Source: an optimization exercise on an open RTL-to-GDS flow (aim: small area and a short achievable clock period). Production flows keep margins and buffers that such runs may drop.
Only simulation tests tie the RTL to the original design; equivalence was not proved.

==> design.v <==
module fullreg #(  parameter N = 16 )(
    input [N-1:0] d,
    output reg [N-1:0] q,
    input clk,
    input en,
    input clr,  
    input rst   
    );
always @(posedge clk,posedge rst) begin
    if(rst)
        q=0;
    else    
    if(en==1)begin
        if(clr)
            q=0;
        else
            q=d;
    end
end
endmodule
`timescale 1ns / 1ps
module adder
   #(parameter integer N=16)
   (
    input  [N-1:0] x1,
    input  [N-1:0] x2,
    output  [N-1:0] y
    );
    assign y=$unsigned(x1)+$unsigned(x2);
endmodule
module fa_cell(input a, input b, input c, output s, output co);
  assign s = a ^ b ^ c;
  assign co = (a & b) | (a & c) | (b & c);
endmodule
module ha_cell(input a, input b, output s, output co);
  assign s = a ^ b;
  assign co = a & b;
endmodule
`timescale 1ns / 1ps
module mult
   #(parameter integer N=9)
   (
    input  [N-1:0] x1,
    input  [N-1:0] x2,
    output  [2*N-1:0] y
    );
    assign y=$signed(x1)*$signed(x2);
endmodule
module mac(
    input [15:0] x1,
    input [15:0] x2,
    input clk,
    input rst,
    input en,
    output [39:0] y
    );
reg [39:0] S;
reg [31:0] C;
wire s1;
wire c2;
wire s3;
wire c4;
wire s5;
wire c6;
wire s7;
wire c8;
wire s9;
wire c10;
wire s11;
wire c12;
wire s13;
wire c14;
wire s15;
wire c16;
wire s17;
wire c18;
wire s19;
wire c20;
wire s21;
wire c22;
wire s23;
wire c24;
wire s25;
wire c26;
wire s27;
wire c28;
wire s29;
wire c30;
wire s31;
wire c32;
wire s33;
wire c34;
wire s35;
wire c36;
wire s37;
wire c38;
wire s39;
wire c40;
wire s41;
wire c42;
wire s43;
wire c44;
wire s45;
wire c46;
wire s47;
wire c48;
wire s49;
wire c50;
wire s51;
wire c52;
wire s53;
wire c54;
wire s55;
wire c56;
wire s57;
wire c58;
wire s59;
wire c60;
wire s61;
wire c62;
wire s63;
wire c64;
wire s65;
wire c66;
wire s67;
wire c68;
wire s69;
wire c70;
wire s71;
wire c72;
wire s73;
wire c74;
wire s75;
wire c76;
wire s77;
wire c78;
wire s79;
wire c80;
wire s81;
wire c82;
wire s83;
wire c84;
wire s85;
wire c86;
wire s87;
wire c88;
wire s89;
wire c90;
wire s91;
wire c92;
wire s93;
wire c94;
wire s95;
wire c96;
wire s97;
wire c98;
wire s99;
wire c100;
wire s101;
wire c102;
wire s103;
wire c104;
wire s105;
wire c106;
wire s107;
wire c108;
wire s109;
wire c110;
wire s111;
wire c112;
wire s113;
wire c114;
wire s115;
wire c116;
wire s117;
wire c118;
wire s119;
wire c120;
wire s121;
wire c122;
wire s123;
wire c124;
wire s125;
wire c126;
wire s127;
wire c128;
wire s129;
wire c130;
wire s131;
wire c132;
wire s133;
wire c134;
wire s135;
wire c136;
wire s137;
wire c138;
wire s139;
wire c140;
wire s141;
wire c142;
wire s143;
wire c144;
wire s145;
wire c146;
wire s147;
wire c148;
wire s149;
wire c150;
wire s151;
wire c152;
wire s153;
wire c154;
wire s155;
wire c156;
wire s157;
wire c158;
wire s159;
wire c160;
wire s161;
wire c162;
wire s163;
wire c164;
wire s165;
wire c166;
wire s167;
wire c168;
wire s169;
wire c170;
wire s171;
wire c172;
wire s173;
wire c174;
wire s175;
wire c176;
wire s177;
wire c178;
wire s179;
wire c180;
wire s181;
wire c182;
wire s183;
wire c184;
wire s185;
wire c186;
wire s187;
wire c188;
wire s189;
wire c190;
wire s191;
wire c192;
wire s193;
wire c194;
wire s195;
wire c196;
wire s197;
wire c198;
wire s199;
wire c200;
wire s201;
wire c202;
wire s203;
wire c204;
wire s205;
wire c206;
wire s207;
wire c208;
wire s209;
wire c210;
wire s211;
wire c212;
wire s213;
wire c214;
wire s215;
wire c216;
wire s217;
wire c218;
wire s219;
wire c220;
wire s221;
wire c222;
wire s223;
wire c224;
wire s225;
wire c226;
wire s227;
wire c228;
wire s229;
wire c230;
wire s231;
wire c232;
wire s233;
wire c234;
wire s235;
wire c236;
wire s237;
wire c238;
wire s239;
wire c240;
wire s241;
wire c242;
wire s243;
wire c244;
wire s245;
wire c246;
wire s247;
wire c248;
wire s249;
wire c250;
wire s251;
wire c252;
wire s253;
wire c254;
wire s255;
wire c256;
wire s257;
wire c258;
wire s259;
wire c260;
wire s261;
wire c262;
wire s263;
wire c264;
wire s265;
wire c266;
wire s267;
wire c268;
wire s269;
wire c270;
wire s271;
wire c272;
wire s273;
wire c274;
wire s275;
wire c276;
wire s277;
wire c278;
wire s279;
wire c280;
wire s281;
wire c282;
wire s283;
wire c284;
wire s285;
wire c286;
wire s287;
wire c288;
wire s289;
wire c290;
wire s291;
wire c292;
wire s293;
wire c294;
wire s295;
wire c296;
wire one0 = en & (x2[0] ^ 1'b0);
wire two0 = en & ((x2[1] & ~x2[0] & ~1'b0) | (~x2[1] & x2[0] & 1'b0));
wire neg0 = en & x2[1] & ~(x2[0] & 1'b0);
wire pp0_0 = (one0 & (x1[0] ^ neg0)) | (two0 & (1'b0 ^ neg0));
wire pp0_1 = (one0 & (x1[1] ^ neg0)) | (two0 & (x1[0] ^ neg0));
wire pp0_2 = (one0 & (x1[2] ^ neg0)) | (two0 & (x1[1] ^ neg0));
wire pp0_3 = (one0 & (x1[3] ^ neg0)) | (two0 & (x1[2] ^ neg0));
wire pp0_4 = (one0 & (x1[4] ^ neg0)) | (two0 & (x1[3] ^ neg0));
wire pp0_5 = (one0 & (x1[5] ^ neg0)) | (two0 & (x1[4] ^ neg0));
wire pp0_6 = (one0 & (x1[6] ^ neg0)) | (two0 & (x1[5] ^ neg0));
wire pp0_7 = (one0 & (x1[7] ^ neg0)) | (two0 & (x1[6] ^ neg0));
wire pp0_8 = (one0 & (x1[8] ^ neg0)) | (two0 & (x1[7] ^ neg0));
wire pp0_9 = (one0 & (x1[9] ^ neg0)) | (two0 & (x1[8] ^ neg0));
wire pp0_10 = (one0 & (x1[10] ^ neg0)) | (two0 & (x1[9] ^ neg0));
wire pp0_11 = (one0 & (x1[11] ^ neg0)) | (two0 & (x1[10] ^ neg0));
wire pp0_12 = (one0 & (x1[12] ^ neg0)) | (two0 & (x1[11] ^ neg0));
wire pp0_13 = (one0 & (x1[13] ^ neg0)) | (two0 & (x1[12] ^ neg0));
wire pp0_14 = (one0 & (x1[14] ^ neg0)) | (two0 & (x1[13] ^ neg0));
wire pp0_15 = (one0 & (x1[15] ^ neg0)) | (two0 & (x1[14] ^ neg0));
wire pp0_16 = ~((one0 & (x1[15] ^ neg0)) | (two0 & (x1[15] ^ neg0)));
wire one1 = en & (x2[2] ^ x2[1]);
wire two1 = en & ((x2[3] & ~x2[2] & ~x2[1]) | (~x2[3] & x2[2] & x2[1]));
wire neg1 = en & x2[3] & ~(x2[2] & x2[1]);
wire pp1_0 = (one1 & (x1[0] ^ neg1)) | (two1 & (1'b0 ^ neg1));
wire pp1_1 = (one1 & (x1[1] ^ neg1)) | (two1 & (x1[0] ^ neg1));
wire pp1_2 = (one1 & (x1[2] ^ neg1)) | (two1 & (x1[1] ^ neg1));
wire pp1_3 = (one1 & (x1[3] ^ neg1)) | (two1 & (x1[2] ^ neg1));
wire pp1_4 = (one1 & (x1[4] ^ neg1)) | (two1 & (x1[3] ^ neg1));
wire pp1_5 = (one1 & (x1[5] ^ neg1)) | (two1 & (x1[4] ^ neg1));
wire pp1_6 = (one1 & (x1[6] ^ neg1)) | (two1 & (x1[5] ^ neg1));
wire pp1_7 = (one1 & (x1[7] ^ neg1)) | (two1 & (x1[6] ^ neg1));
wire pp1_8 = (one1 & (x1[8] ^ neg1)) | (two1 & (x1[7] ^ neg1));
wire pp1_9 = (one1 & (x1[9] ^ neg1)) | (two1 & (x1[8] ^ neg1));
wire pp1_10 = (one1 & (x1[10] ^ neg1)) | (two1 & (x1[9] ^ neg1));
wire pp1_11 = (one1 & (x1[11] ^ neg1)) | (two1 & (x1[10] ^ neg1));
wire pp1_12 = (one1 & (x1[12] ^ neg1)) | (two1 & (x1[11] ^ neg1));
wire pp1_13 = (one1 & (x1[13] ^ neg1)) | (two1 & (x1[12] ^ neg1));
wire pp1_14 = (one1 & (x1[14] ^ neg1)) | (two1 & (x1[13] ^ neg1));
wire pp1_15 = (one1 & (x1[15] ^ neg1)) | (two1 & (x1[14] ^ neg1));
wire pp1_16 = ~((one1 & (x1[15] ^ neg1)) | (two1 & (x1[15] ^ neg1)));
wire one2 = en & (x2[4] ^ x2[3]);
wire two2 = en & ((x2[5] & ~x2[4] & ~x2[3]) | (~x2[5] & x2[4] & x2[3]));
wire neg2 = en & x2[5] & ~(x2[4] & x2[3]);
wire pp2_0 = (one2 & (x1[0] ^ neg2)) | (two2 & (1'b0 ^ neg2));
wire pp2_1 = (one2 & (x1[1] ^ neg2)) | (two2 & (x1[0] ^ neg2));
wire pp2_2 = (one2 & (x1[2] ^ neg2)) | (two2 & (x1[1] ^ neg2));
wire pp2_3 = (one2 & (x1[3] ^ neg2)) | (two2 & (x1[2] ^ neg2));
wire pp2_4 = (one2 & (x1[4] ^ neg2)) | (two2 & (x1[3] ^ neg2));
wire pp2_5 = (one2 & (x1[5] ^ neg2)) | (two2 & (x1[4] ^ neg2));
wire pp2_6 = (one2 & (x1[6] ^ neg2)) | (two2 & (x1[5] ^ neg2));
wire pp2_7 = (one2 & (x1[7] ^ neg2)) | (two2 & (x1[6] ^ neg2));
wire pp2_8 = (one2 & (x1[8] ^ neg2)) | (two2 & (x1[7] ^ neg2));
wire pp2_9 = (one2 & (x1[9] ^ neg2)) | (two2 & (x1[8] ^ neg2));
wire pp2_10 = (one2 & (x1[10] ^ neg2)) | (two2 & (x1[9] ^ neg2));
wire pp2_11 = (one2 & (x1[11] ^ neg2)) | (two2 & (x1[10] ^ neg2));
wire pp2_12 = (one2 & (x1[12] ^ neg2)) | (two2 & (x1[11] ^ neg2));
wire pp2_13 = (one2 & (x1[13] ^ neg2)) | (two2 & (x1[12] ^ neg2));
wire pp2_14 = (one2 & (x1[14] ^ neg2)) | (two2 & (x1[13] ^ neg2));
wire pp2_15 = (one2 & (x1[15] ^ neg2)) | (two2 & (x1[14] ^ neg2));
wire pp2_16 = ~((one2 & (x1[15] ^ neg2)) | (two2 & (x1[15] ^ neg2)));
wire one3 = en & (x2[6] ^ x2[5]);
wire two3 = en & ((x2[7] & ~x2[6] & ~x2[5]) | (~x2[7] & x2[6] & x2[5]));
wire neg3 = en & x2[7] & ~(x2[6] & x2[5]);
wire pp3_0 = (one3 & (x1[0] ^ neg3)) | (two3 & (1'b0 ^ neg3));
wire pp3_1 = (one3 & (x1[1] ^ neg3)) | (two3 & (x1[0] ^ neg3));
wire pp3_2 = (one3 & (x1[2] ^ neg3)) | (two3 & (x1[1] ^ neg3));
wire pp3_3 = (one3 & (x1[3] ^ neg3)) | (two3 & (x1[2] ^ neg3));
wire pp3_4 = (one3 & (x1[4] ^ neg3)) | (two3 & (x1[3] ^ neg3));
wire pp3_5 = (one3 & (x1[5] ^ neg3)) | (two3 & (x1[4] ^ neg3));
wire pp3_6 = (one3 & (x1[6] ^ neg3)) | (two3 & (x1[5] ^ neg3));
wire pp3_7 = (one3 & (x1[7] ^ neg3)) | (two3 & (x1[6] ^ neg3));
wire pp3_8 = (one3 & (x1[8] ^ neg3)) | (two3 & (x1[7] ^ neg3));
wire pp3_9 = (one3 & (x1[9] ^ neg3)) | (two3 & (x1[8] ^ neg3));
wire pp3_10 = (one3 & (x1[10] ^ neg3)) | (two3 & (x1[9] ^ neg3));
wire pp3_11 = (one3 & (x1[11] ^ neg3)) | (two3 & (x1[10] ^ neg3));
wire pp3_12 = (one3 & (x1[12] ^ neg3)) | (two3 & (x1[11] ^ neg3));
wire pp3_13 = (one3 & (x1[13] ^ neg3)) | (two3 & (x1[12] ^ neg3));
wire pp3_14 = (one3 & (x1[14] ^ neg3)) | (two3 & (x1[13] ^ neg3));
wire pp3_15 = (one3 & (x1[15] ^ neg3)) | (two3 & (x1[14] ^ neg3));
wire pp3_16 = ~((one3 & (x1[15] ^ neg3)) | (two3 & (x1[15] ^ neg3)));
wire one4 = en & (x2[8] ^ x2[7]);
wire two4 = en & ((x2[9] & ~x2[8] & ~x2[7]) | (~x2[9] & x2[8] & x2[7]));
wire neg4 = en & x2[9] & ~(x2[8] & x2[7]);
wire pp4_0 = (one4 & (x1[0] ^ neg4)) | (two4 & (1'b0 ^ neg4));
wire pp4_1 = (one4 & (x1[1] ^ neg4)) | (two4 & (x1[0] ^ neg4));
wire pp4_2 = (one4 & (x1[2] ^ neg4)) | (two4 & (x1[1] ^ neg4));
wire pp4_3 = (one4 & (x1[3] ^ neg4)) | (two4 & (x1[2] ^ neg4));
wire pp4_4 = (one4 & (x1[4] ^ neg4)) | (two4 & (x1[3] ^ neg4));
wire pp4_5 = (one4 & (x1[5] ^ neg4)) | (two4 & (x1[4] ^ neg4));
wire pp4_6 = (one4 & (x1[6] ^ neg4)) | (two4 & (x1[5] ^ neg4));
wire pp4_7 = (one4 & (x1[7] ^ neg4)) | (two4 & (x1[6] ^ neg4));
wire pp4_8 = (one4 & (x1[8] ^ neg4)) | (two4 & (x1[7] ^ neg4));
wire pp4_9 = (one4 & (x1[9] ^ neg4)) | (two4 & (x1[8] ^ neg4));
wire pp4_10 = (one4 & (x1[10] ^ neg4)) | (two4 & (x1[9] ^ neg4));
wire pp4_11 = (one4 & (x1[11] ^ neg4)) | (two4 & (x1[10] ^ neg4));
wire pp4_12 = (one4 & (x1[12] ^ neg4)) | (two4 & (x1[11] ^ neg4));
wire pp4_13 = (one4 & (x1[13] ^ neg4)) | (two4 & (x1[12] ^ neg4));
wire pp4_14 = (one4 & (x1[14] ^ neg4)) | (two4 & (x1[13] ^ neg4));
wire pp4_15 = (one4 & (x1[15] ^ neg4)) | (two4 & (x1[14] ^ neg4));
wire pp4_16 = ~((one4 & (x1[15] ^ neg4)) | (two4 & (x1[15] ^ neg4)));
wire one5 = en & (x2[10] ^ x2[9]);
wire two5 = en & ((x2[11] & ~x2[10] & ~x2[9]) | (~x2[11] & x2[10] & x2[9]));
wire neg5 = en & x2[11] & ~(x2[10] & x2[9]);
wire pp5_0 = (one5 & (x1[0] ^ neg5)) | (two5 & (1'b0 ^ neg5));
wire pp5_1 = (one5 & (x1[1] ^ neg5)) | (two5 & (x1[0] ^ neg5));
wire pp5_2 = (one5 & (x1[2] ^ neg5)) | (two5 & (x1[1] ^ neg5));
wire pp5_3 = (one5 & (x1[3] ^ neg5)) | (two5 & (x1[2] ^ neg5));
wire pp5_4 = (one5 & (x1[4] ^ neg5)) | (two5 & (x1[3] ^ neg5));
wire pp5_5 = (one5 & (x1[5] ^ neg5)) | (two5 & (x1[4] ^ neg5));
wire pp5_6 = (one5 & (x1[6] ^ neg5)) | (two5 & (x1[5] ^ neg5));
wire pp5_7 = (one5 & (x1[7] ^ neg5)) | (two5 & (x1[6] ^ neg5));
wire pp5_8 = (one5 & (x1[8] ^ neg5)) | (two5 & (x1[7] ^ neg5));
wire pp5_9 = (one5 & (x1[9] ^ neg5)) | (two5 & (x1[8] ^ neg5));
wire pp5_10 = (one5 & (x1[10] ^ neg5)) | (two5 & (x1[9] ^ neg5));
wire pp5_11 = (one5 & (x1[11] ^ neg5)) | (two5 & (x1[10] ^ neg5));
wire pp5_12 = (one5 & (x1[12] ^ neg5)) | (two5 & (x1[11] ^ neg5));
wire pp5_13 = (one5 & (x1[13] ^ neg5)) | (two5 & (x1[12] ^ neg5));
wire pp5_14 = (one5 & (x1[14] ^ neg5)) | (two5 & (x1[13] ^ neg5));
wire pp5_15 = (one5 & (x1[15] ^ neg5)) | (two5 & (x1[14] ^ neg5));
wire pp5_16 = ~((one5 & (x1[15] ^ neg5)) | (two5 & (x1[15] ^ neg5)));
wire one6 = en & (x2[12] ^ x2[11]);
wire two6 = en & ((x2[13] & ~x2[12] & ~x2[11]) | (~x2[13] & x2[12] & x2[11]));
wire neg6 = en & x2[13] & ~(x2[12] & x2[11]);
wire pp6_0 = (one6 & (x1[0] ^ neg6)) | (two6 & (1'b0 ^ neg6));
wire pp6_1 = (one6 & (x1[1] ^ neg6)) | (two6 & (x1[0] ^ neg6));
wire pp6_2 = (one6 & (x1[2] ^ neg6)) | (two6 & (x1[1] ^ neg6));
wire pp6_3 = (one6 & (x1[3] ^ neg6)) | (two6 & (x1[2] ^ neg6));
wire pp6_4 = (one6 & (x1[4] ^ neg6)) | (two6 & (x1[3] ^ neg6));
wire pp6_5 = (one6 & (x1[5] ^ neg6)) | (two6 & (x1[4] ^ neg6));
wire pp6_6 = (one6 & (x1[6] ^ neg6)) | (two6 & (x1[5] ^ neg6));
wire pp6_7 = (one6 & (x1[7] ^ neg6)) | (two6 & (x1[6] ^ neg6));
wire pp6_8 = (one6 & (x1[8] ^ neg6)) | (two6 & (x1[7] ^ neg6));
wire pp6_9 = (one6 & (x1[9] ^ neg6)) | (two6 & (x1[8] ^ neg6));
wire pp6_10 = (one6 & (x1[10] ^ neg6)) | (two6 & (x1[9] ^ neg6));
wire pp6_11 = (one6 & (x1[11] ^ neg6)) | (two6 & (x1[10] ^ neg6));
wire pp6_12 = (one6 & (x1[12] ^ neg6)) | (two6 & (x1[11] ^ neg6));
wire pp6_13 = (one6 & (x1[13] ^ neg6)) | (two6 & (x1[12] ^ neg6));
wire pp6_14 = (one6 & (x1[14] ^ neg6)) | (two6 & (x1[13] ^ neg6));
wire pp6_15 = (one6 & (x1[15] ^ neg6)) | (two6 & (x1[14] ^ neg6));
wire pp6_16 = ~((one6 & (x1[15] ^ neg6)) | (two6 & (x1[15] ^ neg6)));
wire one7 = en & (x2[14] ^ x2[13]);
wire two7 = en & ((x2[15] & ~x2[14] & ~x2[13]) | (~x2[15] & x2[14] & x2[13]));
wire neg7 = en & x2[15] & ~(x2[14] & x2[13]);
wire pp7_0 = (one7 & (x1[0] ^ neg7)) | (two7 & (1'b0 ^ neg7));
wire pp7_1 = (one7 & (x1[1] ^ neg7)) | (two7 & (x1[0] ^ neg7));
wire pp7_2 = (one7 & (x1[2] ^ neg7)) | (two7 & (x1[1] ^ neg7));
wire pp7_3 = (one7 & (x1[3] ^ neg7)) | (two7 & (x1[2] ^ neg7));
wire pp7_4 = (one7 & (x1[4] ^ neg7)) | (two7 & (x1[3] ^ neg7));
wire pp7_5 = (one7 & (x1[5] ^ neg7)) | (two7 & (x1[4] ^ neg7));
wire pp7_6 = (one7 & (x1[6] ^ neg7)) | (two7 & (x1[5] ^ neg7));
wire pp7_7 = (one7 & (x1[7] ^ neg7)) | (two7 & (x1[6] ^ neg7));
wire pp7_8 = (one7 & (x1[8] ^ neg7)) | (two7 & (x1[7] ^ neg7));
wire pp7_9 = (one7 & (x1[9] ^ neg7)) | (two7 & (x1[8] ^ neg7));
wire pp7_10 = (one7 & (x1[10] ^ neg7)) | (two7 & (x1[9] ^ neg7));
wire pp7_11 = (one7 & (x1[11] ^ neg7)) | (two7 & (x1[10] ^ neg7));
wire pp7_12 = (one7 & (x1[12] ^ neg7)) | (two7 & (x1[11] ^ neg7));
wire pp7_13 = (one7 & (x1[13] ^ neg7)) | (two7 & (x1[12] ^ neg7));
wire pp7_14 = (one7 & (x1[14] ^ neg7)) | (two7 & (x1[13] ^ neg7));
wire pp7_15 = (one7 & (x1[15] ^ neg7)) | (two7 & (x1[14] ^ neg7));
wire pp7_16 = ~((one7 & (x1[15] ^ neg7)) | (two7 & (x1[15] ^ neg7)));
wire s0n = ~pp0_16;
wire [4:0] yi = y[18:14];
wire [5:0] yp1 = {1'b0, yi} + 6'd1;
wire [5:0] yinc = neg7 ? yp1 : {1'b0, yi};
ha_cell hs1 (.a(y[8]), .b(neg4), .s(s1), .co(c2));
ha_cell hs3 (.a(y[9]), .b(pp0_9), .s(s3), .co(c4));
fa_cell fs5 (.a(y[10]), .b(neg5), .c(pp0_10), .s(s5), .co(c6));
ha_cell hs7 (.a(pp1_8), .b(pp2_6), .s(s7), .co(c8));
fa_cell fs9 (.a(y[11]), .b(pp0_11), .c(pp1_9), .s(s9), .co(c10));
ha_cell hs11 (.a(pp2_7), .b(pp3_5), .s(s11), .co(c12));
fa_cell fs13 (.a(y[12]), .b(neg6), .c(pp0_12), .s(s13), .co(c14));
fa_cell fs15 (.a(pp1_10), .b(pp2_8), .c(pp3_6), .s(s15), .co(c16));
ha_cell hs17 (.a(pp4_4), .b(pp5_2), .s(s17), .co(c18));
fa_cell fs19 (.a(y[13]), .b(pp0_13), .c(pp1_11), .s(s19), .co(c20));
fa_cell fs21 (.a(pp2_9), .b(pp3_7), .c(pp4_5), .s(s21), .co(c22));
ha_cell hs23 (.a(pp5_3), .b(pp6_1), .s(s23), .co(c24));
fa_cell fs25 (.a(yinc[0]), .b(pp0_14), .c(pp1_12), .s(s25), .co(c26));
fa_cell fs27 (.a(pp2_10), .b(pp3_8), .c(pp4_6), .s(s27), .co(c28));
fa_cell fs29 (.a(pp5_4), .b(pp6_2), .c(pp7_0), .s(s29), .co(c30));
fa_cell fs31 (.a(yinc[1]), .b(pp0_15), .c(pp1_13), .s(s31), .co(c32));
fa_cell fs33 (.a(pp2_11), .b(pp3_9), .c(pp4_7), .s(s33), .co(c34));
fa_cell fs35 (.a(pp5_5), .b(pp6_3), .c(pp7_1), .s(s35), .co(c36));
fa_cell fs37 (.a(yinc[2]), .b(pp1_14), .c(pp2_12), .s(s37), .co(c38));
fa_cell fs39 (.a(pp3_10), .b(pp4_8), .c(pp5_6), .s(s39), .co(c40));
fa_cell fs41 (.a(pp6_4), .b(pp7_2), .c(s0n), .s(s41), .co(c42));
fa_cell fs43 (.a(yinc[3]), .b(pp1_15), .c(pp2_13), .s(s43), .co(c44));
fa_cell fs45 (.a(pp3_11), .b(pp4_9), .c(pp5_7), .s(s45), .co(c46));
fa_cell fs47 (.a(pp6_5), .b(pp7_3), .c(s0n), .s(s47), .co(c48));
fa_cell fs49 (.a(yinc[4]), .b(pp1_16), .c(pp2_14), .s(s49), .co(c50));
fa_cell fs51 (.a(pp3_12), .b(pp4_10), .c(pp5_8), .s(s51), .co(c52));
fa_cell fs53 (.a(pp6_6), .b(pp7_4), .c(pp0_16), .s(s53), .co(c54));
assign s55 = ~(y[19] ^ yinc[5]);
assign c56 = y[19] | yinc[5];
fa_cell fs57 (.a(pp2_15), .b(pp3_13), .c(pp4_11), .s(s57), .co(c58));
fa_cell fs59 (.a(pp5_9), .b(pp6_7), .c(pp7_5), .s(s59), .co(c60));
fa_cell fs61 (.a(y[20]), .b(pp2_16), .c(pp3_14), .s(s61), .co(c62));
fa_cell fs63 (.a(pp4_12), .b(pp5_10), .c(pp6_8), .s(s63), .co(c64));
assign s65 = ~(y[21] ^ pp3_15);
assign c66 = y[21] | pp3_15;
ha_cell hs67 (.a(pp4_13), .b(pp5_11), .s(s67), .co(c68));
fa_cell fs69 (.a(y[22]), .b(pp3_16), .c(pp4_14), .s(s69), .co(c70));
assign s71 = ~y[23];
assign c72 = y[23];
ha_cell hs73 (.a(y[4]), .b(neg2), .s(s73), .co(c74));
ha_cell hs75 (.a(y[5]), .b(pp0_5), .s(s75), .co(c76));
fa_cell fs77 (.a(y[6]), .b(neg3), .c(pp0_6), .s(s77), .co(c78));
ha_cell hs79 (.a(pp1_4), .b(pp2_2), .s(s79), .co(c80));
fa_cell fs81 (.a(y[7]), .b(pp0_7), .c(pp1_5), .s(s81), .co(c82));
ha_cell hs83 (.a(pp2_3), .b(pp3_1), .s(s83), .co(c84));
fa_cell fs85 (.a(s1), .b(pp0_8), .c(pp1_6), .s(s85), .co(c86));
fa_cell fs87 (.a(pp2_4), .b(pp3_2), .c(pp4_0), .s(s87), .co(c88));
fa_cell fs89 (.a(c2), .b(pp1_7), .c(pp2_5), .s(s89), .co(c90));
fa_cell fs91 (.a(pp3_3), .b(pp4_1), .c(s3), .s(s91), .co(c92));
fa_cell fs93 (.a(pp3_4), .b(pp4_2), .c(pp5_0), .s(s93), .co(c94));
fa_cell fs95 (.a(c4), .b(s7), .c(s5), .s(s95), .co(c96));
fa_cell fs97 (.a(pp4_3), .b(pp5_1), .c(c8), .s(s97), .co(c98));
fa_cell fs99 (.a(s11), .b(c6), .c(s9), .s(s99), .co(c100));
fa_cell fs101 (.a(pp6_0), .b(c12), .c(s17), .s(s101), .co(c102));
fa_cell fs103 (.a(c10), .b(s13), .c(s15), .s(s103), .co(c104));
fa_cell fs105 (.a(c18), .b(s23), .c(c14), .s(s105), .co(c106));
fa_cell fs107 (.a(c16), .b(s19), .c(s21), .s(s107), .co(c108));
fa_cell fs109 (.a(c24), .b(c20), .c(c22), .s(s109), .co(c110));
fa_cell fs111 (.a(s25), .b(s27), .c(s29), .s(s111), .co(c112));
fa_cell fs113 (.a(c26), .b(c28), .c(c30), .s(s113), .co(c114));
fa_cell fs115 (.a(s31), .b(s33), .c(s35), .s(s115), .co(c116));
fa_cell fs117 (.a(c32), .b(c34), .c(c36), .s(s117), .co(c118));
fa_cell fs119 (.a(s37), .b(s39), .c(s41), .s(s119), .co(c120));
fa_cell fs121 (.a(c38), .b(c40), .c(c42), .s(s121), .co(c122));
fa_cell fs123 (.a(s43), .b(s45), .c(s47), .s(s123), .co(c124));
fa_cell fs125 (.a(c44), .b(c46), .c(c48), .s(s125), .co(c126));
fa_cell fs127 (.a(s49), .b(s51), .c(s53), .s(s127), .co(c128));
fa_cell fs129 (.a(s55), .b(c50), .c(c52), .s(s129), .co(c130));
fa_cell fs131 (.a(c54), .b(s57), .c(s59), .s(s131), .co(c132));
fa_cell fs133 (.a(pp7_6), .b(c56), .c(c58), .s(s133), .co(c134));
fa_cell fs135 (.a(c60), .b(s61), .c(s63), .s(s135), .co(c136));
fa_cell fs137 (.a(pp6_9), .b(pp7_7), .c(s67), .s(s137), .co(c138));
fa_cell fs139 (.a(c62), .b(c64), .c(s65), .s(s139), .co(c140));
fa_cell fs141 (.a(pp5_12), .b(pp6_10), .c(pp7_8), .s(s141), .co(c142));
fa_cell fs143 (.a(c68), .b(c66), .c(s69), .s(s143), .co(c144));
fa_cell fs145 (.a(s71), .b(pp4_15), .c(pp5_13), .s(s145), .co(c146));
fa_cell fs147 (.a(pp6_11), .b(pp7_9), .c(c70), .s(s147), .co(c148));
fa_cell fs149 (.a(y[24]), .b(c72), .c(pp4_16), .s(s149), .co(c150));
fa_cell fs151 (.a(pp5_14), .b(pp6_12), .c(pp7_10), .s(s151), .co(c152));
assign s153 = ~(y[25] ^ pp5_15);
assign c154 = y[25] | pp5_15;
ha_cell hs155 (.a(pp6_13), .b(pp7_11), .s(s155), .co(c156));
fa_cell fs157 (.a(y[26]), .b(pp5_16), .c(pp6_14), .s(s157), .co(c158));
assign s159 = ~y[27];
assign c160 = y[27];
ha_cell hs161 (.a(y[2]), .b(neg1), .s(s161), .co(c162));
ha_cell hs163 (.a(y[3]), .b(pp0_3), .s(s163), .co(c164));
fa_cell fs165 (.a(s73), .b(pp0_4), .c(pp1_2), .s(s165), .co(c166));
fa_cell fs167 (.a(c74), .b(pp1_3), .c(pp2_1), .s(s167), .co(c168));
fa_cell fs169 (.a(pp3_0), .b(c76), .c(s79), .s(s169), .co(c170));
fa_cell fs171 (.a(c80), .b(s83), .c(c78), .s(s171), .co(c172));
fa_cell fs173 (.a(c84), .b(c82), .c(s85), .s(s173), .co(c174));
fa_cell fs175 (.a(c86), .b(c88), .c(s89), .s(s175), .co(c176));
fa_cell fs177 (.a(c90), .b(s93), .c(c92), .s(s177), .co(c178));
fa_cell fs179 (.a(c94), .b(s97), .c(c96), .s(s179), .co(c180));
fa_cell fs181 (.a(c98), .b(s101), .c(c100), .s(s181), .co(c182));
fa_cell fs183 (.a(c102), .b(c104), .c(s105), .s(s183), .co(c184));
fa_cell fs185 (.a(c106), .b(c108), .c(s109), .s(s185), .co(c186));
fa_cell fs187 (.a(c110), .b(c112), .c(s113), .s(s187), .co(c188));
fa_cell fs189 (.a(c114), .b(c116), .c(s117), .s(s189), .co(c190));
fa_cell fs191 (.a(c118), .b(c120), .c(s121), .s(s191), .co(c192));
fa_cell fs193 (.a(c122), .b(c124), .c(s125), .s(s193), .co(c194));
fa_cell fs195 (.a(c126), .b(c128), .c(s129), .s(s195), .co(c196));
fa_cell fs197 (.a(c130), .b(c132), .c(s133), .s(s197), .co(c198));
fa_cell fs199 (.a(s137), .b(c134), .c(c136), .s(s199), .co(c200));
fa_cell fs201 (.a(s141), .b(c138), .c(c140), .s(s201), .co(c202));
fa_cell fs203 (.a(c142), .b(s145), .c(c144), .s(s203), .co(c204));
fa_cell fs205 (.a(c146), .b(s149), .c(s151), .s(s205), .co(c206));
fa_cell fs207 (.a(s155), .b(c150), .c(c152), .s(s207), .co(c208));
fa_cell fs209 (.a(pp7_12), .b(c156), .c(c154), .s(s209), .co(c210));
fa_cell fs211 (.a(s159), .b(pp6_15), .c(pp7_13), .s(s211), .co(c212));
fa_cell fs213 (.a(y[28]), .b(c160), .c(pp6_16), .s(s213), .co(c214));
assign s215 = ~y[29];
assign c216 = y[29];
ha_cell hs217 (.a(y[0]), .b(neg0), .s(s217), .co(c218));
ha_cell hs219 (.a(y[1]), .b(pp0_1), .s(s219), .co(c220));
fa_cell fs221 (.a(s161), .b(pp0_2), .c(pp1_0), .s(s221), .co(c222));
fa_cell fs223 (.a(c162), .b(pp1_1), .c(s163), .s(s223), .co(c224));
fa_cell fs225 (.a(pp2_0), .b(c164), .c(s165), .s(s225), .co(c226));
fa_cell fs227 (.a(s75), .b(c166), .c(s167), .s(s227), .co(c228));
fa_cell fs229 (.a(c168), .b(s77), .c(s169), .s(s229), .co(c230));
fa_cell fs231 (.a(s81), .b(c170), .c(s171), .s(s231), .co(c232));
fa_cell fs233 (.a(s87), .b(c172), .c(s173), .s(s233), .co(c234));
fa_cell fs235 (.a(s91), .b(c174), .c(s175), .s(s235), .co(c236));
fa_cell fs237 (.a(c176), .b(s95), .c(s177), .s(s237), .co(c238));
fa_cell fs239 (.a(s99), .b(c178), .c(s179), .s(s239), .co(c240));
fa_cell fs241 (.a(s103), .b(c180), .c(s181), .s(s241), .co(c242));
fa_cell fs243 (.a(s107), .b(c182), .c(s183), .s(s243), .co(c244));
fa_cell fs245 (.a(s111), .b(c184), .c(s185), .s(s245), .co(c246));
fa_cell fs247 (.a(s115), .b(c186), .c(s187), .s(s247), .co(c248));
fa_cell fs249 (.a(s119), .b(c188), .c(s189), .s(s249), .co(c250));
fa_cell fs251 (.a(s123), .b(c190), .c(s191), .s(s251), .co(c252));
fa_cell fs253 (.a(s127), .b(c192), .c(s193), .s(s253), .co(c254));
fa_cell fs255 (.a(s131), .b(c194), .c(s195), .s(s255), .co(c256));
fa_cell fs257 (.a(s135), .b(c196), .c(s197), .s(s257), .co(c258));
fa_cell fs259 (.a(s139), .b(c198), .c(s199), .s(s259), .co(c260));
fa_cell fs261 (.a(s143), .b(c200), .c(s201), .s(s261), .co(c262));
fa_cell fs263 (.a(s147), .b(c202), .c(s203), .s(s263), .co(c264));
fa_cell fs265 (.a(c148), .b(s205), .c(c204), .s(s265), .co(c266));
fa_cell fs267 (.a(s153), .b(c206), .c(s207), .s(s267), .co(c268));
fa_cell fs269 (.a(s157), .b(c208), .c(s209), .s(s269), .co(c270));
fa_cell fs271 (.a(c158), .b(s211), .c(c210), .s(s271), .co(c272));
fa_cell fs273 (.a(pp7_14), .b(c212), .c(s213), .s(s273), .co(c274));
fa_cell fs275 (.a(s215), .b(pp7_15), .c(c214), .s(s275), .co(c276));
fa_cell fs277 (.a(y[30]), .b(c216), .c(pp7_16), .s(s277), .co(c278));
assign s279 = ~y[31];
assign c280 = y[31];
assign s281 = ~y[32];
assign c282 = y[32];
assign s283 = ~y[33];
assign c284 = y[33];
assign s285 = ~y[34];
assign c286 = y[34];
assign s287 = ~y[35];
assign c288 = y[35];
assign s289 = ~y[36];
assign c290 = y[36];
assign s291 = ~y[37];
assign c292 = y[37];
assign s293 = ~y[38];
assign c294 = y[38];
assign s295 = ~y[39];
assign c296 = y[39];
wire [7:0] hs = {c294, c292, c290, c288, c286, c284, c282, c280} + {s295, s293, s291, s289, s287, s285, s283, s281};
wire [39:0] Sn = {hs[7], hs[6], hs[5], hs[4], hs[3], hs[2], hs[1], hs[0], c278, c276, c274, c272, c270, c268, c266, c264, c262, c260, c258, c256, c254, c252, c250, c248, c246, c244, c242, c240, c238, c236, c234, c232, c230, c228, c226, c224, c222, c220, c218, pp0_0};
wire [31:0] Cn = {s279, s277, s275, s273, s271, s269, s267, s265, s263, s261, s259, s257, s255, s253, s251, s249, s247, s245, s243, s241, s239, s237, s235, s233, s231, s229, s227, s225, s223, s221, s219, s217};
always @(posedge clk or posedge rst)
  if (rst) begin
    S <= 40'd0;
    C <= 32'd0;
  end else begin
    S <= Sn;
    C <= Cn;
  end
wire [39:0] ya = S[39:0], yb = {8'd0, C};
wire [39:0] p0, g0;
ha_cell pg0 (.a(ya[0]), .b(yb[0]), .s(p0[0]), .co(g0[0]));
ha_cell pg1 (.a(ya[1]), .b(yb[1]), .s(p0[1]), .co(g0[1]));
ha_cell pg2 (.a(ya[2]), .b(yb[2]), .s(p0[2]), .co(g0[2]));
ha_cell pg3 (.a(ya[3]), .b(yb[3]), .s(p0[3]), .co(g0[3]));
ha_cell pg4 (.a(ya[4]), .b(yb[4]), .s(p0[4]), .co(g0[4]));
ha_cell pg5 (.a(ya[5]), .b(yb[5]), .s(p0[5]), .co(g0[5]));
ha_cell pg6 (.a(ya[6]), .b(yb[6]), .s(p0[6]), .co(g0[6]));
ha_cell pg7 (.a(ya[7]), .b(yb[7]), .s(p0[7]), .co(g0[7]));
ha_cell pg8 (.a(ya[8]), .b(yb[8]), .s(p0[8]), .co(g0[8]));
ha_cell pg9 (.a(ya[9]), .b(yb[9]), .s(p0[9]), .co(g0[9]));
ha_cell pg10 (.a(ya[10]), .b(yb[10]), .s(p0[10]), .co(g0[10]));
ha_cell pg11 (.a(ya[11]), .b(yb[11]), .s(p0[11]), .co(g0[11]));
ha_cell pg12 (.a(ya[12]), .b(yb[12]), .s(p0[12]), .co(g0[12]));
ha_cell pg13 (.a(ya[13]), .b(yb[13]), .s(p0[13]), .co(g0[13]));
ha_cell pg14 (.a(ya[14]), .b(yb[14]), .s(p0[14]), .co(g0[14]));
ha_cell pg15 (.a(ya[15]), .b(yb[15]), .s(p0[15]), .co(g0[15]));
ha_cell pg16 (.a(ya[16]), .b(yb[16]), .s(p0[16]), .co(g0[16]));
ha_cell pg17 (.a(ya[17]), .b(yb[17]), .s(p0[17]), .co(g0[17]));
ha_cell pg18 (.a(ya[18]), .b(yb[18]), .s(p0[18]), .co(g0[18]));
ha_cell pg19 (.a(ya[19]), .b(yb[19]), .s(p0[19]), .co(g0[19]));
ha_cell pg20 (.a(ya[20]), .b(yb[20]), .s(p0[20]), .co(g0[20]));
ha_cell pg21 (.a(ya[21]), .b(yb[21]), .s(p0[21]), .co(g0[21]));
ha_cell pg22 (.a(ya[22]), .b(yb[22]), .s(p0[22]), .co(g0[22]));
ha_cell pg23 (.a(ya[23]), .b(yb[23]), .s(p0[23]), .co(g0[23]));
ha_cell pg24 (.a(ya[24]), .b(yb[24]), .s(p0[24]), .co(g0[24]));
ha_cell pg25 (.a(ya[25]), .b(yb[25]), .s(p0[25]), .co(g0[25]));
ha_cell pg26 (.a(ya[26]), .b(yb[26]), .s(p0[26]), .co(g0[26]));
ha_cell pg27 (.a(ya[27]), .b(yb[27]), .s(p0[27]), .co(g0[27]));
ha_cell pg28 (.a(ya[28]), .b(yb[28]), .s(p0[28]), .co(g0[28]));
ha_cell pg29 (.a(ya[29]), .b(yb[29]), .s(p0[29]), .co(g0[29]));
ha_cell pg30 (.a(ya[30]), .b(yb[30]), .s(p0[30]), .co(g0[30]));
ha_cell pg31 (.a(ya[31]), .b(yb[31]), .s(p0[31]), .co(g0[31]));
assign p0[32] = ya[32];
assign g0[32] = 1'b0;
assign p0[33] = ya[33];
assign g0[33] = 1'b0;
assign p0[34] = ya[34];
assign g0[34] = 1'b0;
assign p0[35] = ya[35];
assign g0[35] = 1'b0;
assign p0[36] = ya[36];
assign g0[36] = 1'b0;
assign p0[37] = ya[37];
assign g0[37] = 1'b0;
assign p0[38] = ya[38];
assign g0[38] = 1'b0;
assign p0[39] = ya[39];
assign g0[39] = 1'b0;
wire bg0_1 = g0[1] | (p0[1] & g0[0]);
wire bp0_1 = p0[1] & p0[0];
wire bg0_3 = g0[3] | (p0[3] & g0[2]);
wire bp0_3 = p0[3] & p0[2];
wire bg0_5 = g0[5] | (p0[5] & g0[4]);
wire bp0_5 = p0[5] & p0[4];
wire bg0_7 = g0[7] | (p0[7] & g0[6]);
wire bp0_7 = p0[7] & p0[6];
wire bg0_9 = g0[9] | (p0[9] & g0[8]);
wire bp0_9 = p0[9] & p0[8];
wire bg0_11 = g0[11] | (p0[11] & g0[10]);
wire bp0_11 = p0[11] & p0[10];
wire bg0_13 = g0[13] | (p0[13] & g0[12]);
wire bp0_13 = p0[13] & p0[12];
wire bg0_15 = g0[15] | (p0[15] & g0[14]);
wire bp0_15 = p0[15] & p0[14];
wire bg0_17 = g0[17] | (p0[17] & g0[16]);
wire bp0_17 = p0[17] & p0[16];
wire bg0_19 = g0[19] | (p0[19] & g0[18]);
wire bp0_19 = p0[19] & p0[18];
wire bg0_21 = g0[21] | (p0[21] & g0[20]);
wire bp0_21 = p0[21] & p0[20];
wire bg0_23 = g0[23] | (p0[23] & g0[22]);
wire bp0_23 = p0[23] & p0[22];
wire bg0_25 = g0[25] | (p0[25] & g0[24]);
wire bp0_25 = p0[25] & p0[24];
wire bg0_27 = g0[27] | (p0[27] & g0[26]);
wire bp0_27 = p0[27] & p0[26];
wire bg0_29 = g0[29] | (p0[29] & g0[28]);
wire bp0_29 = p0[29] & p0[28];
wire bg0_31 = g0[31] | (p0[31] & g0[30]);
wire bp0_31 = p0[31] & p0[30];
wire bg0_33 = g0[33] | (p0[33] & g0[32]);
wire bp0_33 = p0[33] & p0[32];
wire bg0_35 = g0[35] | (p0[35] & g0[34]);
wire bp0_35 = p0[35] & p0[34];
wire bg0_37 = g0[37] | (p0[37] & g0[36]);
wire bp0_37 = p0[37] & p0[36];
wire bg0_39 = g0[39] | (p0[39] & g0[38]);
wire bp0_39 = p0[39] & p0[38];
wire bg1_3 = bg0_3 | (bp0_3 & bg0_1);
wire bp1_3 = bp0_3 & bp0_1;
wire bg1_7 = bg0_7 | (bp0_7 & bg0_5);
wire bp1_7 = bp0_7 & bp0_5;
wire bg1_11 = bg0_11 | (bp0_11 & bg0_9);
wire bp1_11 = bp0_11 & bp0_9;
wire bg1_15 = bg0_15 | (bp0_15 & bg0_13);
wire bp1_15 = bp0_15 & bp0_13;
wire bg1_19 = bg0_19 | (bp0_19 & bg0_17);
wire bp1_19 = bp0_19 & bp0_17;
wire bg1_23 = bg0_23 | (bp0_23 & bg0_21);
wire bp1_23 = bp0_23 & bp0_21;
wire bg1_27 = bg0_27 | (bp0_27 & bg0_25);
wire bp1_27 = bp0_27 & bp0_25;
wire bg1_31 = bg0_31 | (bp0_31 & bg0_29);
wire bp1_31 = bp0_31 & bp0_29;
wire bg1_35 = bg0_35 | (bp0_35 & bg0_33);
wire bp1_35 = bp0_35 & bp0_33;
wire bg1_39 = bg0_39 | (bp0_39 & bg0_37);
wire bp1_39 = bp0_39 & bp0_37;
wire bg2_7 = bg1_7 | (bp1_7 & bg1_3);
wire bp2_7 = bp1_7 & bp1_3;
wire bg2_15 = bg1_15 | (bp1_15 & bg1_11);
wire bp2_15 = bp1_15 & bp1_11;
wire bg2_23 = bg1_23 | (bp1_23 & bg1_19);
wire bp2_23 = bp1_23 & bp1_19;
wire bg2_31 = bg1_31 | (bp1_31 & bg1_27);
wire bp2_31 = bp1_31 & bp1_27;
wire bg2_39 = bg1_39 | (bp1_39 & bg1_35);
wire bp2_39 = bp1_39 & bp1_35;
wire bg3_15 = bg2_15 | (bp2_15 & bg2_7);
wire bp3_15 = bp2_15 & bp2_7;
wire bg3_31 = bg2_31 | (bp2_31 & bg2_23);
wire bp3_31 = bp2_31 & bp2_23;
wire bg4_31 = bg3_31 | (bp3_31 & bg3_15);
wire bp4_31 = bp3_31 & bp3_15;
wire bg8_23 = bg2_23 | (bp2_23 & bg3_15);
wire bp8_23 = bp2_23 & bp3_15;
wire bg8_39 = bg2_39 | (bp2_39 & bg4_31);
wire bp8_39 = bp2_39 & bp4_31;
wire bg9_11 = bg1_11 | (bp1_11 & bg2_7);
wire bp9_11 = bp1_11 & bp2_7;
wire bg9_19 = bg1_19 | (bp1_19 & bg3_15);
wire bp9_19 = bp1_19 & bp3_15;
wire bg9_27 = bg1_27 | (bp1_27 & bg8_23);
wire bp9_27 = bp1_27 & bp8_23;
wire bg9_35 = bg1_35 | (bp1_35 & bg4_31);
wire bp9_35 = bp1_35 & bp4_31;
wire bg10_5 = bg0_5 | (bp0_5 & bg1_3);
wire bp10_5 = bp0_5 & bp1_3;
wire bg10_9 = bg0_9 | (bp0_9 & bg2_7);
wire bp10_9 = bp0_9 & bp2_7;
wire bg10_13 = bg0_13 | (bp0_13 & bg9_11);
wire bp10_13 = bp0_13 & bp9_11;
wire bg10_17 = bg0_17 | (bp0_17 & bg3_15);
wire bp10_17 = bp0_17 & bp3_15;
wire bg10_21 = bg0_21 | (bp0_21 & bg9_19);
wire bp10_21 = bp0_21 & bp9_19;
wire bg10_25 = bg0_25 | (bp0_25 & bg8_23);
wire bp10_25 = bp0_25 & bp8_23;
wire bg10_29 = bg0_29 | (bp0_29 & bg9_27);
wire bp10_29 = bp0_29 & bp9_27;
wire bg10_33 = bg0_33 | (bp0_33 & bg4_31);
wire bp10_33 = bp0_33 & bp4_31;
wire bg10_37 = bg0_37 | (bp0_37 & bg9_35);
wire bp10_37 = bp0_37 & bp9_35;
wire bg11_2 = g0[2] | (p0[2] & bg0_1);
wire bp11_2 = p0[2] & bp0_1;
wire bg11_4 = g0[4] | (p0[4] & bg1_3);
wire bp11_4 = p0[4] & bp1_3;
wire bg11_6 = g0[6] | (p0[6] & bg10_5);
wire bp11_6 = p0[6] & bp10_5;
wire bg11_8 = g0[8] | (p0[8] & bg2_7);
wire bp11_8 = p0[8] & bp2_7;
wire bg11_10 = g0[10] | (p0[10] & bg10_9);
wire bp11_10 = p0[10] & bp10_9;
wire bg11_12 = g0[12] | (p0[12] & bg9_11);
wire bp11_12 = p0[12] & bp9_11;
wire bg11_14 = g0[14] | (p0[14] & bg10_13);
wire bp11_14 = p0[14] & bp10_13;
wire bg11_16 = g0[16] | (p0[16] & bg3_15);
wire bp11_16 = p0[16] & bp3_15;
wire bg11_18 = g0[18] | (p0[18] & bg10_17);
wire bp11_18 = p0[18] & bp10_17;
wire bg11_20 = g0[20] | (p0[20] & bg9_19);
wire bp11_20 = p0[20] & bp9_19;
wire bg11_22 = g0[22] | (p0[22] & bg10_21);
wire bp11_22 = p0[22] & bp10_21;
wire bg11_24 = g0[24] | (p0[24] & bg8_23);
wire bp11_24 = p0[24] & bp8_23;
wire bg11_26 = g0[26] | (p0[26] & bg10_25);
wire bp11_26 = p0[26] & bp10_25;
wire bg11_28 = g0[28] | (p0[28] & bg9_27);
wire bp11_28 = p0[28] & bp9_27;
wire bg11_30 = g0[30] | (p0[30] & bg10_29);
wire bp11_30 = p0[30] & bp10_29;
wire bg11_32 = g0[32] | (p0[32] & bg4_31);
wire bp11_32 = p0[32] & bp4_31;
wire bg11_34 = g0[34] | (p0[34] & bg10_33);
wire bp11_34 = p0[34] & bp10_33;
wire bg11_36 = g0[36] | (p0[36] & bg9_35);
wire bp11_36 = p0[36] & bp9_35;
wire bg11_38 = g0[38] | (p0[38] & bg10_37);
wire bp11_38 = p0[38] & bp10_37;
wire [39:0] cy = {bg11_38, bg10_37, bg11_36, bg9_35, bg11_34, bg10_33, bg11_32, bg4_31, bg11_30, bg10_29, bg11_28, bg9_27, bg11_26, bg10_25, bg11_24, bg8_23, bg11_22, bg10_21, bg11_20, bg9_19, bg11_18, bg10_17, bg11_16, bg3_15, bg11_14, bg10_13, bg11_12, bg9_11, bg11_10, bg10_9, bg11_8, bg2_7, bg11_6, bg10_5, bg11_4, bg1_3, bg11_2, bg0_1, g0[0], 1'b0};
assign y[39:0] = p0 ^ cy;
endmodule
==> flow/run.sh <==
#!/bin/bash
# The standard layout (standard.sh: ORFS synthesis to final layout) with a
# few extra ORFS settings; the clock, constraints and synthesis script are
# unchanged. Settings come from flow/params.sh:
#   MARGIN      setup slack that repair_timing aims for (ns)
#   PORTBUF     cell used to buffer every input and output port
#   EXTRA       further ORFS make variables
set -u
. flow/params.sh
bash standard.sh SETUP_SLACK_MARGIN=$MARGIN "BUFFER_PORTS_ARGS=-buffer_cell $PORTBUF" $EXTRA finish > standard.log 2>&1
==> flow/params.sh <==
MARGIN=6.5
PORTBUF=sky130_fd_sc_hd__buf_1
EXTRA="ABC_LOAD_IN_FF=2 REMOVE_ABC_BUFFERS=1"
==> standard.sh <==
#!/bin/bash
# synth_recipe.tcl (not shown) runs the flow's synth.tcl, then flattens the netlist and writes it again
# the make line also repeats each setting of config.mk as NAME=value (left out here)
make -C /OpenROAD-flow-scripts/flow DESIGN_CONFIG=/design/flow/config.mk WORK_HOME=/design/flow/orfs CLKGATE_MAP_FILE= SYNTH_SCRIPT=/design/flow/synth_recipe.tcl "${@:-finish}"
==> config.mk <==
export PLATFORM = sky130hd
export DESIGN_NAME = mac
export DESIGN_NICKNAME = mac
export VERILOG_FILES = /design/flow/design.v
export SDC_FILE = /design/flow/constraint.sdc
export NUM_CORES = 4
export LEC_CHECK = 0
export ABC_AREA = 1
export CAP_MARGIN = 20
export CORE_MARGIN = 2
export CORE_UTILIZATION = 60
export CTS_BUF_LIST = sky130_fd_sc_hd__clkbuf_4 sky130_fd_sc_hd__clkbuf_8
export SETUP_SLACK_MARGIN = 5
export SLEW_MARGIN = 20
export SYNTH_HIERARCHICAL = 1
==> constraint.sdc <==
create_clock -name core_clock -period 12.0 [get_ports {clk}]
set_input_delay 2.4000 -clock core_clock [delete_from_list [all_inputs] [get_ports {clk}]]
set_output_delay 2.4000 -clock core_clock [all_outputs]
set_load 0.01 [all_outputs]
==> results.txt, run 1 <==
die footprint 0.0159 mm2; slowest library cell on the worst path fa_1; outcome finished clean; origin of the critical flop-to-flop path S[1]; CP Capture Type flip-flop; area overhead of the layout relative to synthesis 9.02%; post-route cell area 0.00976 mm2; fmax 184 MHz; crit share post-route 45.3%; share of the yosys chip area belonging to registers 20.1%; first-pass GRT wire length 37700 um; number of primary I/O pins 75; cell type contributing the most total cell area after synthesis fa_1; Clock Skew 0.00990 ns; fraction of the core area covered by cells at the end of the flow 67.1%; post-layout minimum cycle time 5.44 ns; largest net degree at the start of global routing 73; slew at the pin closest to its max-slew limit 0.957 ns; Slew Limit Headroom 36.2%; residual DRC count 0; number of detailed-routing iterations run before antenna repair 5; Critical R2R Capture C[19]; DRT Wirelength 22800 um; total negative slack 0 ns; overall via count from detail_route 6787; Hold-fix buffers, CTS 0; path category of the worst min-delay check flip-flop to flip-flop; max-cap check violation count 0; post-synth top area share 26.4%; CP cell instances buf_1, ha_1, nand2_2, inv_1, o21ai_0, fa_1, fa_1, fa_1, fa_1; proportion of register bits with asynchronous set or reset after synthesis 100%; most used cells in the layout excluding fill and tap cells fa_1 (118), xnor2_1 (117), o22ai_1 (106); CP Data Required Time 12.25 ns; effective utilization at floorplan 61.6%; clock tree from TritonCTS yes; arrival time reported for the critical path endpoint 5.69 ns; worst-case clock buffer depth 2; worst min-delay path endpoint C[0]; type of the worst setup path input pin to flip-flop; final setup fails 0; start point of the worst min-delay path C[0]; DP HPWL 17700 um; Sinks on Clock Net 72; Slew Viols, Final 0; I/O Buffers 74; number of synthesized flops with an enable pin 0; Cells after Synth 891; cells taking the most area after synthesis fa_1 (26%), dfrtp_1 (20%), ha_1 (12%); most repeated library cell on the critical path fa_1; commonest non-fill, non-tap cell in the layout fa_1; Critical Path Max Stage Delay 0.53 ns; worst hold path depth 2; startpoint type of the worst setup path input pin; main flop type after synthesis dfrtp_1; antenna violations before repair 0; number of core rows 44; Overall Global Routing Usage 30.5%; die outline width 126 um; filler cell count 1204; cell at the root of the clock tree clkbuf_8; worst reg2reg path depth 21; setup repair after global routing missed its margin true; clock transition at the registers of the reported paths 0.07 ns; remaining global-route overflow 0; warning count from the yosys run 7; number of synthesized register bits 72; final antenna-violating net count 0; number of vias per cell 6.03; Final nets 1175; post-synthesis cell type count 30; Final Hold Violating Endpoints 0; weighted congestion at the end of routability-driven global placement 0.954; number of DRC markers after the initial detailed-route iteration 531; Syn Area/Cell 10.0 um2; core area 0.0145 mm2; maximum fanout encountered on the critical timing path 16; total standard cell area after synthesis 0.00895 mm2; number of H-tree branching levels 3; worst hold-check slack 0.645 ns; Avg WL per Cell 20.2 um; latest clock arrival within the worst-skew pair 0.38 ns; number of CTS-inserted buffers 9; share of cells above drive strength 1 9.56%; via count of the first global-routing pass 7291; flop2flop setup slack 6.99 ns; n_diodes 0; cell area after placement 0.00916 mm2; vertical die dimension 126 um
## Yosys stat by module, one instance, submodules excluded
module | cells | flip-flops and latches | cell area (um2)
fa_cell | 1 | 0 | 20.0
ha_cell | 1 | 0 | 12.5
mac | 726 | 72 | 6010
## area by class of cell
class	instances	area [um2]	area share [%]
well taps	184	230	2.36
multi-input cells	687	6720	68.9
inverters	69	262	2.68
flip-flops and latches	72	1800	18.5
repair buffers	97	523	5.36
clock inverters	2	35.0	0.359
clock buffers	14	186	1.91
## layer usage
| metal | routed length [um] | global-route usage (%) |
|---|---|---|
| met5 | 0 | 0 |
| met4 | 397 | 9.05 |
| met3 | 1800 | 5.23 |
| met2 | 10400 | 46.6 |
| met1 | 10100 | 45.0 |
## registers in the layout, summed over array words and instances (netlist names)
| register | flops |
|---|---|
| C | 32 |
| S | 40 |
## worst max-delay path by stage
stage,startpoint,to,slack [ns],depth (start not counted)
after detailed placement,en,C[16],5.33,9
after global placement,en,C[21],5.37,10
final,x2[1],C[19],6.56,9
after global routing,S[1],y[31],6.41,20
after floorplan,x2[1],C[18],5.30,8
after CTS,S[1],y[31],6.51,20
## logic make-up (layout without fill, tap and decap cells)
group	count (synthesis)	count (layout)	share of synthesized area, %
simple gates	149	149	7.18
xor+xnor	157	157	15.4
flops	72	72	20.1
fa+ha+maj	204	204	38.4
compound gates	177	177	11.8
buf+inv	132	182	7.14
## through the flow
stage / cells / worst slack (ns)
final: 1125 / 6.56
after global routing: 1125 / 6.41
after CTS: 1119 / 6.51
after global placement: 1093 / 5.37
after floorplan: 828 / 5.30
after detailed placement: 1093 / 5.33
## Yosys cell counts, types with 4 or more instances
master,instances
ha_1,86
xnor2_1,122
fa_1,118
nand4_1,5
nor3_1,5
a21oi_1,30
nor2_1,26
o22ai_1,110
buf_4,23
nand2_1,82
inv_1,68
clkbuf_1,17
buf_1,8
dfrtp_1,72
o21ai_0,27
xor2_1,35
nand3_1,24
buf_2,10
a31o_2,4
a21o_1,4
## repair_timing
| item | CTS | global route |
|---|---|---|
| gates cloned | 0 | 1 |
| setup buffers | 10 | 5 |
| pin swaps | 5 | 7 |
| endpoints found under the setup margin | 54 | 26 |
| gates resized for setup | 22 | 34 |
## critical path: cells and delay by family
| kind | cells | cell delay [ns] |
|---|---|---|
| simple gates | 1 | 0.27 |
| fa+ha+maj | 5 | 2.24 |
| buf+inv | 2 | 0.37 |
| compound gates | 1 | 0.41 |
==> run 2: changes to the inputs <==
==> flow/params.sh (replaced) <==
MARGIN=6.5
PORTBUF=sky130_fd_sc_hd__buf_1
EXTRA="ABC_LOAD_IN_FF=2"
--- a/config.mk
+++ b/config.mk
@@ -15 +15,2 @@
 export SYNTH_HIERARCHICAL = 1
+export TNS_END_PERCENT = 5
==> run 2 against run 1 <==
Compared with the run above:
- still clean
- first-iteration DRC count is 6.6% lower
- worst hold slack better by 0.0065 ns
- final cell count is 0.36% lower
- sequential share of layout area is 0.40 points higher
==> results.txt, run 2 <==
outcome finished clean; effective utilization at floorplan 61.6%; number of DRC markers after the initial detailed-route iteration 496; cell at the root of the clock tree clkbuf_8; Hold-fix buffers, CTS 0; die outline width 126 um; post-synth top area share 26.4%; origin of the critical flop-to-flop path S[1]; weighted congestion at the end of routability-driven global placement 0.909; latest clock arrival within the worst-skew pair 0.38 ns; flip-flop count of the largest register, all copies and words added 40; Final nets 1171; share of cells above drive strength 1 7.90%; via count of the first global-routing pass 6998; n_diodes 0; adder and majority gate portion of the synthesized area 38.4%; commonest non-fill, non-tap cell in the layout xnor2_1; cell type contributing the most total cell area after synthesis fa_1; DRT Wirelength 22200 um; first-pass GRT wire length 36500 um; type of the worst setup path input pin to flip-flop; Overall Global Routing Usage 29.7%; path category of the worst min-delay check flip-flop to flip-flop; largest net degree at the start of global routing 73; most instantiated library cell after synthesis xnor2_1; number of primary I/O pins 75; clock transition at the registers of the reported paths 0.08 ns; Slew Viols, Final 0; area overhead of the layout relative to synthesis 6.70%; post-synthesis cell type count 30; cells taking the most area after synthesis fa_1 (26%), dfrtp_1 (20%), ha_1 (12%); final setup fails 0; CP Data Required Time 12.25 ns; max-cap check violation count 0; number of CTS-inserted buffers 9; number of core rows 44; total standard cell area after synthesis 0.00895 mm2; overall via count from detail_route 6697; arrival time reported for the critical path endpoint 5.70 ns; remaining global-route overflow 0; post-layout minimum cycle time 5.45 ns; number of H-tree branching levels 3; maximum fanout encountered on the critical timing path 15; number of vias per cell 5.97; I/O Buffers 74; Cells after Synth 891; share of the yosys chip area belonging to registers 20.1%; basic-gate share of the synthesized area counting and, or, nand and nor cells 7.18%; area fraction in compound gates after synthesis 11.8%; setup repair after global routing missed its margin true; worst min-delay path endpoint C[0]; start point of the worst min-delay path C[0]; fmax 184 MHz; residual DRC count 0; slew at the pin closest to its max-slew limit 0.938 ns; Critical R2R Capture C[19]; core area 0.0145 mm2; leading post-synthesis cells by instance count xnor2_1 (122), fa_1 (118), o22ai_1 (110); worst reg2reg path depth 21; post-synthesis mux area share 0%; total negative slack 0 ns; Sinks on Clock Net 72; final antenna-violating net count 0; main combinational cell family by area after synthesis adder cells; warning count from the yosys run 7; worst hold path depth 2; Avg WL per Cell 19.8 um; die footprint 0.0159 mm2; main flop type after synthesis dfrtp_1; number of detailed-routing iterations run before antenna repair 4; Clock Skew 0.0117 ns; worst hold-check slack 0.652 ns; most used cells in the layout excluding fill and tap cells xnor2_1 (120), fa_1 (118), o22ai_1 (108); number of synthesized flops with an enable pin 0; cell area after placement 0.00916 mm2; clock tree from TritonCTS yes; post-synthesis xor/xnor area fraction 15.4%; Slew Limit Headroom 37.5%; flop2flop setup slack 7.01 ns; Syn Area/Cell 10.0 um2; number of synthesized register bits 72; proportion of register bits with asynchronous set or reset after synthesis 100%; Final Hold Violating Endpoints 0; top flop regs S x40, C x32; antenna violations before repair 0; top register by number of flip-flops S; vertical die dimension 126 um; post-route cell area 0.00955 mm2; CP Capture Type flip-flop; worst-case clock buffer depth 2; startpoint type of the worst setup path input pin; crit share post-route 45.4%; DP HPWL 17500 um
run 2: cell types whose count changed in the layout (fill, tap and decap cells not counted), sizes merged:
cell      delta
clkinvlp     +2
buf          -2
clkbuf       -5
bufinv       -1
clkinv       +2
run 2: metal layers:
metal	track usage [%]	wire [um]
met1	42.8	9900
met2	46.4	10200
met3	5.78	1810
met4	8.08	312
met5	0	0
run 2: how the worst max path moves through the flow:
stage                     endpoint  startpoint  depth (start not counted)  slack [ns]
after floorplan              C[20]       x2[3]                         10        6.61
after global placement       C[17]          en                          9        5.47
after detailed placement     C[18]          en                          9        5.32
after CTS                    y[31]        S[1]                         20        6.47
after global routing         y[31]        S[1]                         20        6.40
final                        C[15]       x2[1]                          9        6.55
run 2: timing repair:
item                       in CTS  in global routing
pin swaps                       1                  4
setup endpoints to repair      44                 29
setup buffers                   3                  9
gates resized for setup        21                 18
run 2: cell type report:
type / instances / area [um2]
multi-input cells: 687 / 6620
clock inverters: 5 / 33.8
well taps: 184 / 230
inverters: 69 / 262
fillers: 1211 / 4980
clock buffers: 11 / 139
flip-flops and latches: 72 / 1800
repair buffers: 93 / 462
run 2: cell families after synthesis:
kind of cell               Yosys count
and+or+nand+nor                    149
adders and majority gates          204
buffers and inverters              132
xor gates and xnor gates           157
DFF                                 72
AOI/OAI and AO/OA                  177
run 2: critical path: stages:
cell and delay, ns:
buf_1 0.18, or3_1 0.40, a21oi_1 0.29, inv_2 0.20, o22ai_1 0.31, fa_1 0.50
fa_1 0.46, fa_1 0.54, fa_1 0.41
run 2: metrics by stage:
stage,setup WS [ns],cells,util (%)
floorplan,6.61,891,-
global placement,5.47,1093,63.0
detailed placement,5.32,1093,63.0
CTS,6.47,1112,64.8
global route,6.40,1121,65.7
finish,6.55,1121,65.7
run 2: per-module statistics from Yosys (local to each module, per instance):
module | cells inside | area, um2
fa_cell | 1 | 20.0
ha_cell | 1 | 12.5
mac | 726 | 6010
==> run 3: changes to the inputs <==
==> flow/params.sh (replaced) <==
MARGIN=6.6
PORTBUF=sky130_fd_sc_hd__buf_1
EXTRA="ABC_LOAD_IN_FF=2"
==> run 3 against run 2 <==
Compared with the run above:
- still clean on timing, DRC and antenna
- worst hold slack improved by 0.0019 ns
- die area did not move
- register-to-register slack about the same
- maximum frequency rose by 1.6%
- sequential share of layout area is 0.49 points lower
- critical path depth rose by 1
- setup slack better by 0.085 ns
- flip-flop and latch count stayed put
- via count is 2.3% higher
- non-clock buffer count increased by 17
- clock-buffer cell count unchanged
- critical path type unchanged
- critical endpoint unchanged
==> results.txt, run 3 <==
fmax 187 MHz; number of synthesized register bits 72; share of cells above drive strength 1 11.1%; Hold-fix buffers, CTS 0; clock transition at the registers of the reported paths 0.08 ns; number of H-tree branching levels 3; die footprint 0.0159 mm2; share of the yosys chip area belonging to registers 20.1%; CP Data Required Time 12.25 ns; start point of the worst min-delay path C[0]; number of detailed-routing iterations run before antenna repair 5; weighted congestion at the end of routability-driven global placement 0.909; worst-case clock buffer depth 2; most instantiated library cell after synthesis xnor2_1; number of vias per cell 6.02; via count of the first global-routing pass 7025; crit share post-route 44.7%; warning count from the yosys run 7; final setup fails 0; Clock Skew 0.0107 ns; outcome finished clean; post-synth top area share 26.4%; number of primary I/O pins 75; Final Hold Violating Endpoints 0; startpoint type of the worst setup path input pin; flop2flop setup slack 7.01 ns; overall via count from detail_route 6852; slew at the pin closest to its max-slew limit 0.946 ns; proportion of register bits with asynchronous set or reset after synthesis 100%; post-synthesis cell type count 30; commonest non-fill, non-tap cell in the layout xnor2_1; main flop type after synthesis dfrtp_1; cells taking the most area after synthesis fa_1 (26%), dfrtp_1 (20%), ha_1 (12%); number of synthesized flops with an enable pin 0; top register by number of flip-flops S; area taken by flip-flops and latches 0.00180 mm2; instance count after placement with tap cells included 1093; core area 0.0145 mm2; remaining global-route overflow 0; number of core rows 44; die outline width 126 um; Avg WL per Cell 20.1 um; Syn Area/Cell 10.0 um2; type of the worst setup path input pin to flip-flop; leading post-synthesis cells by instance count xnor2_1 (122), fa_1 (118), o22ai_1 (110); residual DRC count 0; multi-input combinational cell area 0.00673 mm2; Final nets 1188; setup repair after global routing missed its margin true; latest clock arrival within the worst-skew pair 0.38 ns; worst reg2reg path depth 21; Sinks on Clock Net 72; maximum fanout encountered on the critical timing path 11; Overall Global Routing Usage 29.8%; Slew Viols, Final 0; most used cells in the layout excluding fill and tap cells xnor2_1 (119), fa_1 (117), o22ai_1 (105); worst hold path depth 2; effective utilization at floorplan 61.6%; number of DRC markers after the initial detailed-route iteration 498; path category of the worst min-delay check flip-flop to flip-flop; total negative slack 0 ns; number of CTS-inserted buffers 9; flip-flop count of the largest register, all copies and words added 40
==> run 3: cell count changes in the layout (fill, tap and decap cells not counted), moves of 2 or more <==
cell	change
o22ai_2	+3
a21oi_1	-2
buf_4	+15
o22ai_1	-3
nand2_4	+4
nand2_1	-4
==> run 3: logic make-up after synthesis <==
group,share of synthesized area (%)
AOI/OAI and AO/OA,11.8
and+or+nand+nor,7.18
xor gates and xnor gates,15.4
adders and majority gates,38.4
DFF,20.1
buffers and inverters,7.14
==> run 3: final cells by class <==
class | count | area share (%)
multi-input combinational | 687 | 68.6
clock inverter | 5 | 0.345
tap | 184 | 2.35
timing repair buffer | 110 | 6.23
sequential | 72 | 18.4
inverter | 69 | 2.67
clock buffer | 11 | 1.42
==> run 3: worst max-delay path by stage <==
| stage | slack [ns] | end | from |
|---|---|---|---|
| floorplan | 6.61 | C[20] | x2[3] |
| global placement | 5.47 | C[17] | en |
| detailed placement | 5.32 | C[18] | en |
| CTS | 6.54 | y[31] | S[1] |
| global route | 6.53 | y[31] | S[1] |
| finish | 6.64 | C[15] | x2[13] |
==> run 3: routing by layer <==
layer	track usage (%)	routed length, um
met5	0	0
met4	7.69	399
met3	5.82	1850
met2	46.9	10500
met1	42.8	10100
==> run 3: timing repair <==
action | in CTS | in global routing
cloned | 0 | 1
buffers inserted | 4 | 24
pin swaps | 3 | 7
hold endpoints to repair | 0 | 0
endpoints found under the setup margin | 48 | 34
resized for setup | 25 | 38
==> run 3: modules after synthesis, one instance, submodules excluded <==
module   flops+latches  times used  area [um2]
fa_cell              0         117        20.0
mac                 72           1        6010
ha_cell              0          48        12.5
==> run 3: stage by stage <==
stage               util (%)  instance area, um2  setup WS (ns)  hold slack (ns)
CTS                     65.0                9440           6.54            0.647
global placement        63.0                9160           5.47            0.605
finish                  67.5                9800           6.64            0.654
floorplan                  -                8950           6.61            0.589
detailed placement      63.0                9160           5.32            0.626
global route            67.5                9800           6.53            0.676
==> run 3: worst max-delay path: stages <==
cell and delay (ns):
buf_1 0.10, ha_1 0.24, nor3_4 0.23, buf_12 0.18
xnor2_1 0.09, o21ai_0 0.47, fa_1 0.54, fa_1 0.41
fa_1 0.54, fa_1 0.41

[port drivers added, routing unchanged]
In the flow no input, the clock included, has a driving cell. The finished layouts below were timed again as built, in two steps.
Step 1 (the two cells are an assumption about what drives the block):
set clk [get_ports {clk}]
set_driving_cell -lib_cell sky130_fd_sc_hd__clkbuf_16 $clk
set_driving_cell -lib_cell sky130_fd_sc_hd__buf_2 [delete_from_list [all_inputs] $clk]
Step 2 moves the port delays by t, midway between the first and last clock arrival at a register: inputs arrive t later, outputs are due t later. That takes back most of the time a late clock gives input paths.
Three values: no drivers, after step 1, after step 2; two values: the first two.
| run | t (ns) | slack for setup (ns) | worst setup path at the end | latest minus earliest clock arrival (ns) | worst register clock-pin slew, ns |
|---|---|---|---|---|---|
| run 1 | 0.416 | 6.563 / 6.565 / 6.149 | input to register | 0.010 / 0.010 | 0.08 / 0.08 |
| run 2 | 0.417 | 6.553 / 6.569 / 6.156 | input to register | 0.012 / 0.011 | 0.09 / 0.09 |
| run 3 | 0.418 | 6.638 / 6.649 / 6.239 | input to register | 0.010 / 0.010 | 0.08 / 0.08 |
After both steps setup and hold are still met in every run listed. For run 1, which loses most, drivers alone change the setup slack by +0.002 ns; drivers and shift together by -0.414 ns.
